What follows belongs to an exercise in optimizing a design on an open flow for small area, a short achievable clock period and few clock cycles; a production flow would make more cautious choices.
In this exercise RTL edits were held to simulation tests only and were not proved equivalent to the original.

==> flow/design.v (outline; a module is shown in full before it is edited, if it fits) <==
// module ytydla_cmac: 3066 lines
module ytydla_cmac(ytydla_core_clk,
                   ytydla_core_rst_n,
                   mem2cmac_valid,
                   mem2cmac_dat_0,
                   mem2cmac_dat_1,
                   mem2cmac_dat_2,
                   mem2cmac_dat_3,
                   mem2cmac_dat_4,
                   mem2cmac_dat_5,
                   mem2cmac_dat_6,
                   mem2cmac_dat_7,
                   mem2cmac_dat_size,
                   mem2cmac_wt_0,
                   mem2cmac_wt_1,
                   mem2cmac_wt_2,
                   mem2cmac_wt_3,
                   mem2cmac_wt_4,
                   mem2cmac_wt_5,
                   mem2cmac_wt_6,
                   mem2cmac_wt_7,
                   cmac2mem_result,
                   cmac2mem_valid);
  // ...
==> flow/flow/run.sh <==
#!/bin/bash
# The standard layout (the standard.sh, all ORFS steps unchanged), except that the port
# buffers that global placement inserts use the plain sky130 buffer cell named below instead
# of the cell buffer_ports picks by default (a clock delay buffer).
set -euo pipefail
export BUFFER_PORTS_ARGS="-buffer_cell sky130_fd_sc_hd__buf_1"
bash standard.sh > standard_flow.log 2>&1
==> flow/standard.sh <==
#!/bin/bash
# synth_recipe.tcl (not shown) runs the flow's synth.tcl, then flattens the netlist and writes it again
# the make line also repeats each setting of config.mk as NAME=value (left out here)
make -C /OpenROAD-flow-scripts/flow DESIGN_CONFIG=/design/flow/config.mk WORK_HOME=/design/flow/orfs CLKGATE_MAP_FILE= SYNTH_SCRIPT=/design/flow/synth_recipe.tcl "${@:-finish}"
==> flow/config.mk <==
export PLATFORM = sky130hd
export DESIGN_NAME = ytydla_cmac
export DESIGN_NICKNAME = ytydla_cmac
export VERILOG_FILES = /design/flow/design.v
export SDC_FILE = /design/flow/constraint.sdc
export NUM_CORES = 4
export LEC_CHECK = 0
export CAP_MARGIN = 20
export CORE_MARGIN = 2
export CORE_UTILIZATION = 45
export PLACE_DENSITY = 0.5
export SETUP_SLACK_MARGIN = 4.0
export SLEW_MARGIN = 20
==> flow/constraint.sdc <==
create_clock -name core_clock -period 9.0 [get_ports {ytydla_core_clk}]
set_input_delay 1.8000 -clock core_clock [delete_from_list [all_inputs] [get_ports {ytydla_core_clk}]]
set_output_delay 1.8000 -clock core_clock [all_outputs]
set_load 0.01 [all_outputs]
==> flow_summary.json, run 1 <==
{
  "status": "finished clean",
  "synthAdderAreaFrac_pct": 29.03,
  "avgSynthCellArea_sq_um": 9.217,
  "post-route-drc-count": 0,
  "setup_slack_ps": 3984,
  "synth_edf_count": 0,
  "path_delay_family": "compound AO/OA/AOI/OAI gates",
  "synth_top_family_by_area": "adder cells",
  "antenna_found_initial": 15,
  "seq_area_share_pct": 12.29,
  "cp-startpoint": "accC[16]$_DFF_P_",
  "finalHoldViolations": 0,
  "cp_data_arrival_time_ps": 3220,
  "multi_input_cells": 2300,
  "crit_type": "register to output port",
  "final_cell_mix": "573 x buf_1, 395 x inv_1, 360 x fa_1, 357 x a22oi_1, 321 x xnor2_1",
  "synth-simple-area-share_pct": 9.306,
  "synth.distinct_cells": 75,
  "wire_per_inst_um": 30.73,
  "ant_nets": 0,
  "max_stage_delay_ps": 470,
  "grt_pass1_vias": 28370,
  "num_rows": 93,
  "wirelength_mm": 136.9,
  "grt_overflow": 0,
  "dr.pass1.iters": 9,
  "synthTopCellsByArea": "fa_1 24%, dfxtp_1 13%, xnor2_1 9.6%, a22oi_1 9.1%, mux4_2 5.2%",
  "r2r_cells": 12,
  "seq_cell_count": 196,
  "synth_compound_area_share_pct": 19.71,
  "crit_fanout": 4,
  "grtUsageMet2_pct": 62.62,
  "dieArea_sq_um": 67650,
  "synthCells": 3202,
  "slew_headroom_pct": 26.06,
  "grt_max_degree": 93,
  "slew_violations": 0
}
Testbench counts, summed over its fixed seeds: cycles 16,597.
==> run 2: changes to the inputs <==
--- a/flow/config.mk
+++ b/flow/config.mk
@@ -8,6 +8,6 @@
 export CAP_MARGIN = 20
 export CORE_MARGIN = 2
 export CORE_UTILIZATION = 45
-export PLACE_DENSITY = 0.5
-export SETUP_SLACK_MARGIN = 4.0
+export PLACE_DENSITY = 0.6
+export SETUP_SLACK_MARGIN = 4.25
 export SLEW_MARGIN = 20
==> flow_summary.json, run 2 <==
{
  "htreeDepth": 4,
  "mostFrequentLayoutCell": "buf_1",
  "synth_most_common_cell": "inv_1",
  "dp_hpwl_mm": 113.8,
  "synth_top_area_share_pct": 24.49,
  "grt_pass1_vias": 28190,
  "synthCells": 3202,
  "fill_cells": 6149,
  "start_kind": "register",
  "synth.distinct_cells": 75,
  "die_h_um": 260.1,
  "dr.pass1.iters": 7,
  "cp_cell_sequence": "ha_4 > inv_2 > fa_2 > nor2b_4 > o31ai_4 > a211o_1 > a21o_1 > and3_1 > o21bai_1 > a21o_1 > nand4b_1 > o311ai_1 > buf_2",
  "setup_tns_ps": 0,
  "clk_path_buf_depth": 2,
  "async_flop_share_pct": 1.020,
  "period_share_pct": 54.50,
  "finalNetCount": 4627,
  "clk_pin_slew_ps": 90,
  "synth_edf_count": 0,
  "place.gp.congestion": 1.197,
  "synth_largest_area_cell": "fa_1",
  "max_slew.worst_pin.slew_ps": 1120,
  "place_area_sq_um": 31980,
  "wirelength_mm": 142.2,
  "ant_nets": 0,
  "grt_overflow": 0,
  "min_period_ps": 4905,
  "clock_sinks": 196,
  "setup_viol": 0,
  "synthFlopType": "dfxtp_1",
  "cts_tree": "built",
  "setup_slack_ps": 4095,
  "synthTopCellsByArea": "fa_1 24%, dfxtp_1 13%, xnor2_1 9.6%, a22oi_1 9.1%, mux4_2 5.2%",
  "syn_to_final_growth_pct": 15.13,
  "skew_ps": 26.89,
  "multi_input_area_sq_um": 23340,
  "slew_violations": 0,
  "top_regs": "accC: 44 flops, accS: 44 flops",
  "place_ws_ps": 3444,
  "wire_per_inst_um": 31.59,
  "synthesis.area_sq_um": 29510,
  "path_common_cell": "a21o_1",
  "r2r_cells": 13,
  "crit_fanout": 3,
  "slowest_stage": "dfxtp_4",
  "status": "finished clean",
  "antenna_found_initial": 25,
  "start_util_pct": 45.62,
  "synth_seq_cells": 196,
  "grt.total_usage_pct": 41.63,
  "drtIter0Drc": 4105,
  "seqCellArea_sq_um": 4187,
  "num_rows": 93,
  "worst-path-stages": 13,
  "port_buffers": 579,
  "cp-endpoint": "cmac2mem_result[24]",
  "ys_seq_area_share_pct": 13.33,
  "final_cell_mix": "563 x buf_1, 394 x inv_1, 356 x fa_1, 354 x a22oi_1, 321 x xnor2_1",
  "dieArea_sq_um": 67650,
  "crit_required_ps": 7200,
  "crit_type": "register to output port",
  "max_stage_delay_ps": 400,
  "hp-class": "register to register",
  "vias": 29000,
  "cp_data_arrival_time_ps": 3100,
  "cts_hold_buf": 0,
  "cp-startpoint": "accS[12]$_DFF_P_",
  "cp.buffers_inverters": 2,
  "grt_pass1_wl_mm": 201.2,
  "coreArea_sq_um": 64700,
  "ioPinCount": 580,
  "die_x_um": 260.1,
  "synth.net_count": 4210,
  "ys_top_cells_by_count": "403 x inv_1, 361 x fa_1, 357 x a22oi_1",
  "grt_max_degree": 80,
  "slew_headroom_pct": 25.28,
  "r2r-start": "b20[8]$_DFF_P_",
  "rr_endpoint": "accC[21]$_DFF_P_",
  "cts_buffers": 17,
  "avgSynthCellArea_sq_um": 9.217,
  "clock-root-buffer": "clkbuf_16",
  "rsz0062_at_grt": "yes",
  "path_delay_family": "compound AO/OA/AOI/OAI gates",
  "fin_area_sq_um": 33980,
  "via_per_inst": 6.441,
  "yosys_warnings": 3,
  "r2r_setup_slack_ps": 4340,
  "fmax_mhz": 203.9,
  "cp-end-kind": "output port",
  "finalHoldViolations": 0,
  "layout-drive-gt1-share_pct": 11.70,
  "post-route-drc-count": 0,
  "drv.max_cap_violation_count": 0,
  "clock_latency_ps": 530
}
==> run 2: changes by cell type in the layout (fill, tap and decap cells not counted), sizes merged <==
cell / previous run / this run
diode: 12 / 15
clkbuf: 18 / 19
and4: 5 / 6
clkinv: 6 / 11
buf: 648 / 689
clkinvlp: 12 / 7
==> run 2: per-layer routing <==
metal | global-route usage (%) | share of wire [%]
met4 | 16.78 | 4.7
met1 | 55.17 | 39
met2 | 60.61 | 42
met3 | 16.30 | 14
met5 | 0 | 0.060
==> run 2: cell families after synthesis <==
family	synth area share, %
simple gates	9.306
buf+inv	9.255
mux	7.788
fa+ha+maj	29.03
xor+xnor	11.57
compound gates	19.71
flops	13.33
==> run 2: worst register-to-register path, stage by stage, from the launching register on <==
cell,delay (ps)
dfxtp_2,690
a22oi_1,160
xnor2_1,190
fa_1,500
inv_1,60
fa_1,540
inv_1,110
fa_1,570
inv_1,70
fa_1,390
fa_1,460
fa_1,360
inv_1,70
fa_1,390
==> run 2: repair_timing <==
item	CTS	global route
pin swaps	31	22
buffers inserted	39	24
gates cloned	0	1
setup endpoints to repair	61	37
resized for setup	169	111
==> run 2: worst min-delay path by stage <==
stage	from	to	slack, ps	cells past startpoint
3_5_place_dp	phase[1]$_DFFE_PN0P_	phase[1]$_DFFE_PN0P_	550	1
3_3_place_gp	phase[1]$_DFFE_PN0P_	phase[1]$_DFFE_PN0P_	550	1
2_1_floorplan	rw_N$_DFF_P_	bn0[8]$_DFF_P_	460	2
4_1_cts	phase[1]$_DFFE_PN0P_	phase[1]$_DFFE_PN0P_	580	1
5_1_grt	phase[1]$_DFFE_PN0P_	phase[1]$_DFFE_PN0P_	620	1
6_report	phase[1]$_DFFE_PN0P_	phase[1]$_DFFE_PN0P_	570	1
==> run 2: stage by stage <==
step,cells,util (%),hold slack (ps)
2_1_floorplan,3202,-,457.7
3_3_place_gp,4391,49.44,548.4
3_5_place_dp,4391,49.44,547.8
4_1_cts,4462,51.52,578.5
5_1_grt,4499,52.50,619.6
6_report,4502,52.52,573.4
==> run 2: layout make-up <==
| class | count | area share (%) |
|---|---|---|
| antenna | 15 | 0.1105 |
| clock buffer | 17 | 1.252 |
| clock inverter | 15 | 0.5597 |
| inverter | 412 | 4.717 |
| multi-input combinational | 2301 | 68.70 |
| sequential | 196 | 12.32 |
| tap | 855 | 3.149 |
| timing repair buffer | 691 | 9.188 |
==> run 3: changes to the inputs <==
--- a/flow/config.mk
+++ b/flow/config.mk
@@ -9,5 +9,5 @@
 export CORE_MARGIN = 2
 export CORE_UTILIZATION = 45
 export PLACE_DENSITY = 0.6
-export SETUP_SLACK_MARGIN = 4.25
+export SETUP_SLACK_MARGIN = 4.0
 export SLEW_MARGIN = 20
==> flow_summary.json, run 3 <==
{
  "status": "finished clean",
  "hold_end": "phase[1]$_DFFE_PN0P_",
  "max_slew.worst_pin.slew_ps": 1070,
  "synth.net_count": 4210,
  "top_regs": "accC: 44 flops, accS: 44 flops",
  "layout-drive-gt1-share_pct": 9.086,
  "fmax_mhz": 201.1,
  "wire_per_inst_um": 32.59,
  "start_kind": "register",
  "yosys_warnings": 3,
  "min_period_ps": 4972,
  "synth_largest_area_cell": "fa_1",
  "clock-root-buffer": "clkbuf_16",
  "skew_ps": 14.53,
  "antenna_found_initial": 31,
  "htreeDepth": 4,
  "drtIter0Drc": 4392,
  "clock_latency_ps": 520,
  "synthCells": 3202,
  "r2r-start": "dr0[6]$_DFF_P_",
  "fill_cells": 6332,
  "setup_viol": 0,
  "fin_util_pct": 51.48,
  "ys_seq_area_share_pct": 13.33,
  "crit_type": "register to output port",
  "ys_top_cells_by_count": "403 x inv_1, 361 x fa_1, 357 x a22oi_1",
  "clk_path_buf_depth": 2,
  "grt_overflow": 0,
  "dieArea_sq_um": 67650,
  "cts_buffers": 17,
  "crit_required_ps": 7200,
  "hp-class": "register to register",
  "async_flop_share_pct": 1.020,
  "cp-startpoint": "accS[12]$_DFF_P_",
  "cts_tree": "built",
  "grt_pass1_vias": 27730,
  "post-route-drc-count": 0,
  "multi_input_area_sq_um": 23090,
  "synthesis.area_sq_um": 29510,
  "setup_tns_ps": 0,
  "synthTopCellsByArea": "fa_1 24%, dfxtp_1 13%, xnor2_1 9.6%, a22oi_1 9.1%, mux4_2 5.2%",
  "coreArea_sq_um": 64700,
  "place_area_sq_um": 32020,
  "clk_pin_slew_ps": 80,
  "synth_edf_count": 0,
  "grt_max_degree": 80,
  "holdCritStartpoint": "phase[1]$_DFFE_PN0P_",
  "via_per_inst": 6.493,
  "wirelength_mm": 146.3,
  "syn_to_final_growth_pct": 12.86,
  "cp-end-kind": "output port",
  "crit_fanout": 3,
  "synth_seq_cells": 196,
  "place.gp.congestion": 1.095,
  "die_x_um": 260.1,
  "ioPinCount": 580,
  "dr.pass1.iters": 7,
  "dp_hpwl_mm": 118.0,
  "mostFrequentLayoutCell": "buf_1",
  "r2r_cells": 13,
  "num_rows": 93,
  "die_h_um": 260.1,
  "grt_pass1_wl_mm": 205.1,
  "period_share_pct": 55.24,
  "final_cell_mix": "574 x buf_1, 395 x inv_1, 360 x fa_1, 357 x a22oi_1, 321 x xnor2_1",
  "r2r_setup_slack_ps": 4080,
  "avgSynthCellArea_sq_um": 9.217,
  "synth_most_common_cell": "inv_1",
  "cts_hold_buf": 0,
  "fin_area_sq_um": 33310,
  "synth.distinct_cells": 75,
  "min_path_cells": 1,
  "slew_headroom_pct": 28.44,
  "finalNetCount": 4605,
  "start_util_pct": 45.62,
  "rr_endpoint": "accC[12]$_DFF_P_",
  "synth_top_area_share_pct": 24.49,
  "seqCellArea_sq_um": 4029,
  "grt.total_usage_pct": 42.77,
  "slew_violations": 0,
  "vias": 29150,
  "synthFlopType": "dfxtp_1",
  "finalHoldViolations": 0,
  "ant_nets": 0,
  "rsz0062_at_grt": "yes",
  "clock_sinks": 196,
  "port_buffers": 579,
  "cp_data_arrival_time_ps": 3170,
  "drv.max_cap_violation_count": 0
}
==> run 3: cell counts after synthesis <==
No cell type changed its count.
==> run 3: repair_timing <==
action,in CTS,in global routing
buffers inserted,18,19
gates resized for setup,60,65
endpoints found under the setup margin,42,26
pin swaps,11,15
==> run 3: kinds of logic after synthesis <==
logic type	count (synthesis)	synth area share (%)
AOI/OAI and AO/OA	777	19.71
xor gates and xnor gates	390	11.57
adders and majority gates	470	29.03
buffers and inverters	706	9.255
DFF	196	13.33
muxes	144	7.788
and+or+nand+nor	519	9.306
==> run 3: how the worst max path moves through the flow <==
stage / endpoint / slack, ps / cells after the start
2_1_floorplan: accC[12]$_DFF_P_ / 4200 / 14
3_3_place_gp: cmac2mem_result[29] / 3600 / 11
3_5_place_dp: cmac2mem_result[29] / 3520 / 11
4_1_cts: cmac2mem_result[30] / 3960 / 13
5_1_grt: cmac2mem_result[30] / 3930 / 13
6_report: cmac2mem_result[30] / 4030 / 13
==> run 3: metal layers <==
metal	vias up	part of all wire, %	global-route usage, %
met2	2307	42	61.49
met4	4	4.8	18.65
li1	12120	-	-
met5	-	0.016	0
met1	14390	40	59.15
met3	331	13	12.99
==> run 3: area by class of cell <==
type / instances / area share, %
Timing Repair Buffer: 670 / 8.606
Tap cell: 855 / 3.212
Sequential cell: 196 / 12.10
Inverter: 412 / 4.756
Clock buffer: 17 / 1.277
Clock inverter: 15 / 0.5409
Antenna cell: 24 / 0.1803
Multi-Input combinational cell: 2300 / 69.33
==> run 3: metrics by stage <==
step                      hold slack (ps)  instances  setup slack, ps
after floorplan                     457.7       3202             4202
after global routing                599.5       4482             3932
after CTS                           552.8       4446             3962
after global placement              536.0       4396             3603
after detailed placement            534.5       4396             3519
final                               554.3       4489             4028
==> run 3: critical path, cell delays in order (launching register included) <==
cell	delay, ps
dfxtp_4	370
ha_4	150
inv_2	40
fa_2	410
nor2b_4	140
o31ai_2	70
a211o_1	300
a21o_1	240
a31oi_4	170
a211oi_2	110
o31ai_1	270
a21oi_1	120
xnor2_1	130
buf_2	140

re-timing with driven ports:
The results above use ideal ports. As a check the final layouts listed here were re-extracted and re-timed, cells and wires unchanged.
Step 1 assumes that a clkbuf_16 drives the clock port and a buf_2 every other input.
Step 2 times the ports against the registers' clock, not the clock port: input delays grow and output delays shrink by t, the midpoint of the rising clock arrivals with the driver on.
Three values: ideal, step 1, step 2; two values: the first two.
run	t (ns)	setup slack, ns	slew at the worst register clock pin (ns)
run 1	0.564	3.984 / 3.932 / 3.627	0.10 / 0.10
run 2	0.567	4.095 / 4.042 / 3.907	0.11 / 0.11
run 3	0.569	4.028 / 3.972 / 3.587	0.09 / 0.09
After both steps setup and hold are still met in every run listed. For run 3, which loses most, drivers alone change the setup slack by -0.056 ns; drivers and shift together by -0.441 ns.
